Context: an optimization exercise on an open-source flow, tuned for small area, a short achievable clock period and few clock cycles per item. The choices shown serve that exercise and are no tape-out recipe. Only simulation tests tie the RTL to the original design; equivalence was not proved. The clock input has no modelled driver; a real chip could not lean on it and would need a root buffer or a full tree. Power figures rest on the tool's default switching activity, not on a simulated workload.

## v18
// sharpening_hw
module sharpening_hw(clk, rst_n, s_axis_tdata, s_axis_tvalid, s_axis_tuser, s_axis_tlast, s_axis_tready, m_axis_tdata, m_axis_tvalid, m_axis_tuser, m_axis_tlast, m_axis_tready, hwsw_sel);
    input wire clk;
    input wire rst_n;
    input wire [23:0] s_axis_tdata;
    input wire s_axis_tvalid;
    input wire s_axis_tuser;
    input wire s_axis_tlast;
    output wire s_axis_tready;
    output wire [23:0] m_axis_tdata;
    output wire m_axis_tvalid;
    output wire m_axis_tuser;
    output wire m_axis_tlast;
    input wire m_axis_tready;
    input wire hwsw_sel;
    localparam W = 1280;
    localparam L = 40;
    reg        v0, va, vb, v3, v4, ov, kv;
    reg [25:0] d0, da, db, d3, d4;   
    reg [47:0] la;                   
    reg [7:0]  yb;
    reg [35:0] u3;                   
    reg [8:0]  v3d;                  
    reg [35:0] t4;                   
    reg [49:0] od, kd;               
    reg [5:0]  ph;                   
    reg        started;
    reg        e0n, ean, ebn;
    reg        proc;                 
    wire [47:0] lv;
    intensity_kernel ik0(.rgb(d0[23:0]), .v(lv));
    wire [7:0] y;
    intensity_sum is0(.v(la), .y(y));
    wire signed [10:0] d_h;
    wire [8:0] d_v;
    wire proc_n;
    stencil_buf #(.W(W), .L(L)) sb0(
  ...
Settings: LEC_CHECK=0, ABC_CLOCK_PERIOD_IN_PS=2500, CAP_MARGIN=20, CORE_MARGIN=2, CORE_UTILIZATION=72, SETUP_SLACK_MARGIN=2.5, SLEW_MARGIN=20; clock period 5.0 ns.
standard.sh (not shown) runs the stock make flow with config.mk's settings and CLKGATE_MAP_FILE= SYNTH_SCRIPT=/design/flow/synth_recipe.tcl, a recipe that flattens the netlist after the stock synthesis.
==> flow/flow/run.sh <==
#!/bin/bash
# The standard layout, with these changes:
# - the data ports grouped on one edge (io.tcl runs just before the I/O pins
#   are placed);
# - clock tree synthesis without dummy loads;
# - after clock tree synthesis, the tree's root buffer removed, so the clock
#   port drives the four first-level buffers directly (rootless.tcl). Global
#   routing then repairs timing on the changed tree as usual;
# - also after clock tree synthesis, port buffers that placement left as
#   delay cells replaced by plain buffers (portbuf.tcl).
set -euo pipefail
export PRE_IO_PLACEMENT_TCL="$PWD/flow/io.tcl"
export CTS_ARGS="-sink_clustering_enable -repair_clock_nets -sink_clustering_size 26 -sink_clustering_max_diameter 50 -dont_use_dummy_load"
export POST_CTS_TCL="$PWD/flow/post_cts.tcl"
bash standard.sh > standard.log 2>&1
==> flow/flow/post_cts.tcl <==
source [file join [file dirname [info script]] rootless.tcl]
source [file join [file dirname [info script]] portbuf.tcl]
Other scripts of this flow, unchanged in this note and not shown: flow/flow/io.tcl, flow/flow/portbuf.tcl, flow/flow/rootless.tcl
v18 reached the end of the flow, and the finished layout is clean on the timing, DRC and antenna checks.
Testbench counts of v18, summed over its fixed seeds: cycles 41,008, pixels 40,960.
Edits applied to the flow inputs when going from v18 to v43:
-- flow/flow/run.sh --
<<< v18, line 9
# - also after clock tree synthesis, port buffers that placement left as
#   delay cells replaced by plain buffers (portbuf.tcl).
set -euo pipefail
export PRE_IO_PLACEMENT_TCL="$PWD/flow/io.tcl"
export CTS_ARGS="-sink_clustering_enable -repair_clock_nets -sink_clustering_size 26 -sink_clustering_max_diameter 50 -dont_use_dummy_load"
export POST_CTS_TCL="$PWD/flow/post_cts.tcl"
>>> v43, line 9
# - also after clock tree synthesis, port buffers that placement left as
#   delay cells replaced by plain buffers (portbuf.tcl), and any register
#   that placement moved far from its clock tree leaf buffer reattached to
#   the nearest one (leafsinks.tcl).
set -euo pipefail
export PRE_IO_PLACEMENT_TCL="$PWD/flow/io.tcl"
export CTS_ARGS="-sink_clustering_enable -repair_clock_nets -sink_clustering_size 28 -sink_clustering_max_diameter 60 -dont_use_dummy_load"
export POST_CTS_TCL="$PWD/flow/post_cts.tcl"
==> flow/flow/leafsinks.tcl (new file) <==
# Detailed placement after clock tree synthesis can move a register far from
# the leaf buffer of the cluster it was put in, which leaves that leaf net
# long and its clock slew high. Such a register's clock pin moves to the
# nearest leaf buffer.
proc inst_xy {inst} {
  lassign [$inst getLocation] x y
  set m [$inst getMaster]
  return [list [expr {$x + [$m getWidth] / 2}] [expr {$y + [$m getHeight] / 2}]]
}
proc fix_far_leaf_sinks {{max_um 80} {max_sinks 32}} {
  set block [ord::get_db_block]
  set dbu [$block getDbUnitsPerMicron]
  set lim [expr {$max_um * $dbu}]
  set leaves {}
  foreach net [$block getNets] {
    if {![string match "clknet_leaf_*" [$net getName]]} continue
    set drv ""
    set n 0
    foreach it [$net getITerms] {
      if {[$it isOutputSignal]} { set drv [$it getInst] } else { incr n }
    }
    if {$drv eq ""} continue
    lappend leaves [list $net $drv {*}[inst_xy $drv]]
    set count([$net getName]) $n
  }
  set moved 0
  foreach leaf $leaves {
    lassign $leaf net drv dx dy
    foreach it [$net getITerms] {
      if {[$it isOutputSignal]} continue
      lassign [inst_xy [$it getInst]] sx sy
      if {abs($sx - $dx) + abs($sy - $dy) <= $lim} continue
      set best ""
      set bestd 1e18
      foreach other $leaves {
        lassign $other onet odrv ox oy
        if {$count([$onet getName]) >= $max_sinks} continue
        set d [expr {abs($sx - $ox) + abs($sy - $oy)}]
        if {$d < $bestd} { set bestd $d; set best $onet }
      }
      if {$best eq "" || $best eq $net} continue
      $it disconnect
      $it connect $best
      incr count([$net getName]) -1
      incr count([$best getName])
      incr moved
      puts "fix_far_leaf_sinks: [[$it getInst] getName] from [$net getName] to [$best getName] ([expr {$bestd / $dbu}] um)"
    }
  }
  puts "fix_far_leaf_sinks: $moved clock pins moved"
}
fix_far_leaf_sinks
==> flow/flow/post_cts.tcl <==
source [file join [file dirname [info script]] rootless.tcl]
source [file join [file dirname [info script]] portbuf.tcl]
source [file join [file dirname [info script]] leafsinks.tcl]
- v43: flow completed, timing, DRC and antenna clean
- Compared with v18, in v43 smallest setup slack after layout has decreased; final period demand of the worst path up 0.046 ns.
- Cell area (lower): v43
- Between v43 and v18, it is v43 whose slew at the pin closest to its max-slew limit is lower, by 0.0077 ns.
- Any difference in clock transition at the registers of the reported paths between v43 and v18 is small enough to ignore.
- From v18 to v43 the numbers moved as follows: power shrank by 3.5 mW, routed wire length shrank by 11 mm, filler cell count grew by 447, switching power share of the total held steady, global-route usage over all layers shrank by 0.35 points.
Modified inputs, v46 compared to v43
- swapping 2.5 for 2.75 in SETUP_SLACK_MARGIN
-- flow/flow/run.sh --
<<< v43, line 4
#   are placed);
# - clock tree synthesis without dummy loads;
>>> v46, line 4
#   are placed);
# - the m_axis_tdata output buffers and multiplexers placed at their ports
#   before detailed placement (place_out.tcl);
# - clock tree synthesis without dummy loads;
<<< v43, line 14
export PRE_IO_PLACEMENT_TCL="$PWD/flow/io.tcl"
export CTS_ARGS="-sink_clustering_enable -repair_clock_nets -sink_clustering_size 28 -sink_clustering_max_diameter 60 -dont_use_dummy_load"
>>> v46, line 16
export PRE_IO_PLACEMENT_TCL="$PWD/flow/io.tcl"
export PRE_DETAIL_PLACE_TCL="$PWD/flow/place_out.tcl"
export CTS_ARGS="-sink_clustering_enable -repair_clock_nets -sink_clustering_size 28 -sink_clustering_max_diameter 60 -dont_use_dummy_load"
==> flow/flow/place_out.tcl (new file) <==
# Put each m_axis_tdata output buffer at its port and the output multiplexer
# that drives it just above; detailed placement then legalises them. The
# ports sit together on one edge (io.tcl), so this keeps the hwsw_sel paths to
# the ports short.
proc out_driver {net} {
  foreach it [$net getITerms] {
    if {[$it isOutputSignal]} { return [$it getInst] }
  }
  return ""
}
proc pull_output_logic {} {
  set block [ord::get_db_block]
  set row_h 2720
  set moved 0
  foreach bt [$block getBTerms] {
    if {![string match "m_axis_tdata*" [$bt getName]]} continue
    set obuf [out_driver [$bt getNet]]
    if {$obuf eq ""} continue
    set mux ""
    foreach it [$obuf getITerms] {
      if {[$it isInputSignal] && [$it getNet] ne "NULL"} { set mux [out_driver [$it getNet]] }
    }
    if {$mux eq "" || ![string match "*mux2*" [[$mux getMaster] getName]]} continue
    set bb [$bt getBBox]
    set x [$bb xMin]
    set y [lindex [$obuf getLocation] 1]
    $obuf setLocation $x $y
    $mux setLocation $x [expr {$y + $row_h}]
    incr moved
  }
  puts "pull_output_logic: placed $moved output buffers and multiplexers"
}
pull_output_logic
Findings:
- On total power draw, v43 and v46 are basically level.
- In v46 relative to v43, count of clock-buffer cells in the layout had gone down slightly.
- The final standard cell area without fillers was comparable across v43 and v46.
- v46 reports a lower fraction of power spent switching nets than v43 does.
- Share of power burned in combinational logic delta for v46 relative to v43: 0.3 points higher
- Cmp v46 vs v43: growth of design area from synthesis to finish higher in v46
- Density: v46 denser than v43
- v46 leaves more setup margin than v43.
- Pin slew with the least headroom to its limit (lower): v46

## separate check: timing with driven ports
The flow's constraints put no driver on any port. The routed layouts listed below were extracted and timed again, unchanged, in two steps.
Step 1, drivers: a clkbuf_16 drives clk and a buf_2 each remaining input, both assumed.
Step 2 times the ports against the registers' clock, not the clock port: input delays grow and output delays shrink by t, the midpoint of the rising clock arrivals with the driver on.
Three values: ideal, step 1, step 2; two values: the first two.
run | t, ns | setup slack, ns | pins driven straight from the clock port
v18 | 1.026 | 2.338 / 2.156 / 1.892 | 4
v43 | 1.012 | 2.291 / 2.169 / 1.889 | 4
v46 | 1.012 | 2.331 / 2.206 / 2.046 | 4
After both steps setup and hold are still met in every run listed. The setup slack of v18, which loses most, moves by -0.182 ns with the drivers and by -0.446 ns with both steps. The worst setup slack also covers recovery checks on asynchronous resets.
